What follows belongs to an exercise in optimizing a design on an open flow for small area and a short achievable clock period; a production flow would make more cautious choices.
At most, simulation tests tie the RTL to the original design; equivalence was not proved.
No activity file was given, so power comes from the tool's default toggle rates.

// alu16bit
module alu16bit (
  input clk,
  input reset,
  input [2:0] operation,
  input [15:0] operand_A,
  input [15:0] operand_B,
  output reg [31:0] result,
  output reg carry_flag,
  output reg zero_flag
);
  wire [15:0] a = operand_A;
  wire [15:0] b = operand_B;
  wire is_add = ~reset & (operation == 3'd0);
  wire is_sub = ~reset & (operation == 3'd1);
  wire is_mul = ~reset & (operation == 3'd2);
  wire [15:0] m = is_mul ? b : {15'd0, is_add | is_sub};
  reg [15:0] cv;
  always @(*) begin
    if (reset) cv = 16'd0;
    else
    case (operation)
      3'd0: cv = b;
      3'd1: cv = ~b;
      3'd3: cv = a & b;
      3'd4: cv = a | b;
      3'd5: cv = ~(a & b);
      3'd6: cv = ~(a | b);
      3'd7: cv = a ^ b;
      default: cv = 16'd0;
    endcase
  end
  wire cin = is_sub;
  wire [15:0] cvn;
  wire t00 = ~(is_sub | (~reset & (operation == 3'd5 || operation == 3'd6)));
  wire t01 = ~(is_add | (~reset & (operation == 3'd4 || operation == 3'd5 || operation == 3'd7)));
  wire t10 = ~(is_sub | (~reset & (operation == 3'd4 || operation == 3'd5 || operation == 3'd7)));
  wire t11 = ~(is_add | (~reset & (operation == 3'd3 || operation == 3'd4)));
  genvar cb;
  generate for (cb = 0; cb < 16; cb = cb + 1) begin : g_cv
  ...
For scale: roughly 34 flip-flops, about 7700 um2 of cells after synthesis.
clock: 7.2 ns
lec_check: 0
abc_area: 0
cap_margin: 20
core_margin: 2
core_utilization: 40
gpl_timing_driven: 0
setup_slack_margin: 0.5
slew_margin: 20
synth_hierarchical: 1
tns_end_percent: 50
standard.sh (not shown) runs the stock make flow with config.mk's settings and CLKGATE_MAP_FILE= SYNTH_SCRIPT=/design/flow/synth_recipe.tcl, a recipe that flattens the netlist after the stock synthesis.
==> flow/flow/run.sh <==
#!/bin/bash
# The standard layout, with the port buffers made of plain buffers (sky130
# buf_1, which the resizer may upsize) instead of the delay-cell buffers that
# buffer_ports picks by default.
set -euo pipefail
export BUFFER_PORTS_ARGS="-buffer_cell sky130_fd_sc_hd__buf_1"
bash standard.sh > standard.log 2>&1
Change:
- SETUP_SLACK_MARGIN: 0.5 -> not set
- TNS_END_PERCENT: 50 -> not set
The new run went through all stages and came out clean. First-iteration DRC count increases by a little under a tenth. Wire length decreases slightly. Non-clock buffer count decreases by 7. Via count decreases slightly.
Change:
- SETUP_SLACK_MARGIN: not set -> 0.8
Outcome: First-iteration DRC count goes up by 9.9%; setup slack gains 0.47 ns; design area goes up by 14%; non-clock buffer count goes up by 50; wire length goes up by 8.1%.
Change:
- CORE_UTILIZATION: 40 -> 55
- SETUP_SLACK_MARGIN: 0.8 -> 0.5
Effect: Die area falls by about 27%. Routed wire length falls by about 5%. First-iteration DRC count does not change. Count of clock-buffer cells in the layout climbs by 1. Setup slack is worse by 0.16 ns. Power came out lower by 3.6%. Sequential power barely changes. Synthesized area stays the same.

========
alu16bit, a different RTL version from the one above (not shown whole).
Size in the first run: about 980 cells after synthesis, ~71 I/O pins, ~9100 sq um of cells after synthesis.
clock: 7.2 ns
lec_check: 0
abc_area: 1
cap_margin: 20
core_margin: 2
core_utilization: 40
slew_margin: 20
synth_hierarchical: 1
run.sh (not shown) runs the stock make flow with config.mk's settings and CLKGATE_MAP_FILE= SYNTH_SCRIPT=/design/flow/synth_recipe.tcl, a recipe that flattens the netlist after the stock synthesis.
Stock flow here: none of the scripts above is used.
==> next run, changes <==
Settings changed: GPL_TIMING_DRIVEN set to 0.
What happened: Die area is unchanged. Total power drops by 8.5%. Synthesized area is unchanged. Flip-flop and latch count stays the same. Design area shrinks by 6.7%.
No run of this note included a check of the RTL's function; only the layout flow was run.

========
alpha:
alu16bit, a different RTL version from the one above (not shown whole).
Size: roughly 730 cells after synthesis, about 34 flip-flops.
Settings: LEC_CHECK=0, ABC_AREA=0, CAP_MARGIN=20, CORE_MARGIN=2, CORE_UTILIZATION=40, GPL_TIMING_DRIVEN=1, SLEW_MARGIN=20, SYNTH_HIERARCHICAL=1; clock period 7.2 ns.
standard.sh (not shown) runs the stock make flow with config.mk's settings and CLKGATE_MAP_FILE= SYNTH_SCRIPT=/design/flow/synth_recipe.tcl, a recipe that flattens the netlist after the stock synthesis.
Scripts as last shown in full above: flow/flow/run.sh
[inputs] beta vs alpha
- GPL_TIMING_DRIVEN changed from 1 to 0
==> flow/flow/run.sh <==
#!/bin/bash
# The standard layout, with two changes to how it is made:
# - the port buffers are plain buffers (sky130 buf_1, which the resizer may
#   upsize) instead of the delay-cell buffers that buffer_ports picks;
# - after global routing, ORFS's power recovery downsizes gates on paths
#   with positive slack (RECOVER_POWER percent of them).
set -euo pipefail
export BUFFER_PORTS_ARGS="-buffer_cell sky130_fd_sc_hd__buf_1"
export RECOVER_POWER=30
bash standard.sh > standard.log 2>&1
Notes after the runs:
- The final design instance area without fill number comes out lower for beta vs alpha.
- Sequential share of layout area: alpha vs beta, no meaningful difference
- Global-route usage: beta < alpha
- Sort beta and alpha by power, ascending, and alpha comes first.
- Cell-internal power was lower in alpha than in beta.
Input changes introduced in gamma (baseline for comparison: beta):
- a change of CORE_UTILIZATION from 40 to 60
==> flow/flow/run.sh <==
#!/bin/bash
# The standard layout, with the port buffers made of plain buffers (sky130
# buf_1, which the resizer may upsize) instead of the delay-cell buffers that
# buffer_ports picks by default.
set -euo pipefail
export BUFFER_PORTS_ARGS="-buffer_cell sky130_fd_sc_hd__buf_1"
bash standard.sh > standard.log 2>&1
Findings:
Cmp gamma and beta / starting density of the core / higher: gamma. Higher area growth from synthesis to layout among gamma and beta: beta. Looking at the reports, gamma completed the entire flow and the layout it produced met the timing, design-rule and antenna checks. gamma vs beta on worst path buffer plus inverter count: gamma is the higher one. Compared with beta, gamma shows a worst-case vdd ir drop that is 0.000012 V higher.
For delta, these inputs were changed with respect to gamma:
- CORE_UTILIZATION changed from 60 to 40
==> notes.md <==
delta: done, clean on timing, DRC and antenna. Summary of the comparison: share of the clock period used by the worst path after layout is lower in delta, relative to gamma. Count of placed standard cells including taps was higher in delta than in gamma. Vias after detailed routing on delta is ahead of gamma. Taking gamma as the reference, in delta total die area saw an increase; final core area utilization now smaller; detail-routed via count per cell down about 7%; sum of internal, switching and leakage power climbed 7.7%. Re proportion of total power due to net switching: gamma was higher than delta.

## separate check: timing with driven ports
The flow's constraints put no driver on any port. The routed layouts listed below were extracted and timed again, unchanged, in two steps.
Step 1: set_driving_cell puts a clkbuf_16 on clk and a buf_2 on each other input, an assumption about the parent block.
Step 2, shift: input delay + t, output delay - t, t = (earliest + latest rising clock arrival at the registers) / 2. This alone moves slack from input paths to output paths.
Slacks: ideal ports / drivers / drivers and shift; pairs: ideal ports / drivers.
run | t, ns | setup WS [ns] | hold slack, ns | latest minus earliest clock arrival (ns) | worst data-port slew with drivers (ns)
the first run of note 1 | 0.340 | 0.709 / 0.731 / 0.391 | 1.628 / 1.622 / 1.843 | 0.005 / 0.005 | 0.04
the second run of note 1 | 0.335 | 0.360 / 0.378 / 0.043 | 1.637 / 1.629 / 1.845 | 0.003 / 0.004 | 0.04
the third run of note 1 | 0.335 | 0.834 / 0.834 / 0.499 | 1.617 / 1.601 / 1.844 | 0.008 / 0.008 | 0.05
the fourth run of note 1 | 0.328 | 0.670 / 0.682 / 0.355 | 1.624 / 1.628 / 1.842 | 0.009 / 0.009 | 0.04
the first run of note 2 | 0.334 | 0.182 / 0.200 / -0.133 | 1.951 / 1.928 / 2.188 | 0.008 / 0.007 | 0.05
the second run of note 2 | 0.340 | 0.304 / 0.329 / -0.011 | 1.640 / 1.618 / 1.958 | 0.012 / 0.012 | 0.04
alpha | 0.326 | 0.318 / 0.333 / 0.008 | 1.686 / 1.672 / 1.840 | 0.007 / 0.007 | 0.04
beta | 0.332 | 0.363 / 0.375 / 0.043 | 1.548 / 1.541 / 1.846 | 0.009 / 0.009 | 0.04
gamma | 0.326 | 0.230 / 0.241 / -0.085 | 1.538 / 1.541 / 1.842 | 0.007 / 0.007 | 0.04
delta | 0.332 | 0.363 / 0.375 / 0.043 | 1.548 / 1.541 / 1.846 | 0.009 / 0.009 | 0.04
With both steps, setup timing fails in the first run of note 2, the second run of note 2 and gamma, where it was met with ideal ports. For the third run of note 1, which loses most, drivers alone change the setup slack by 0.000 ns; drivers and shift together by -0.335 ns.
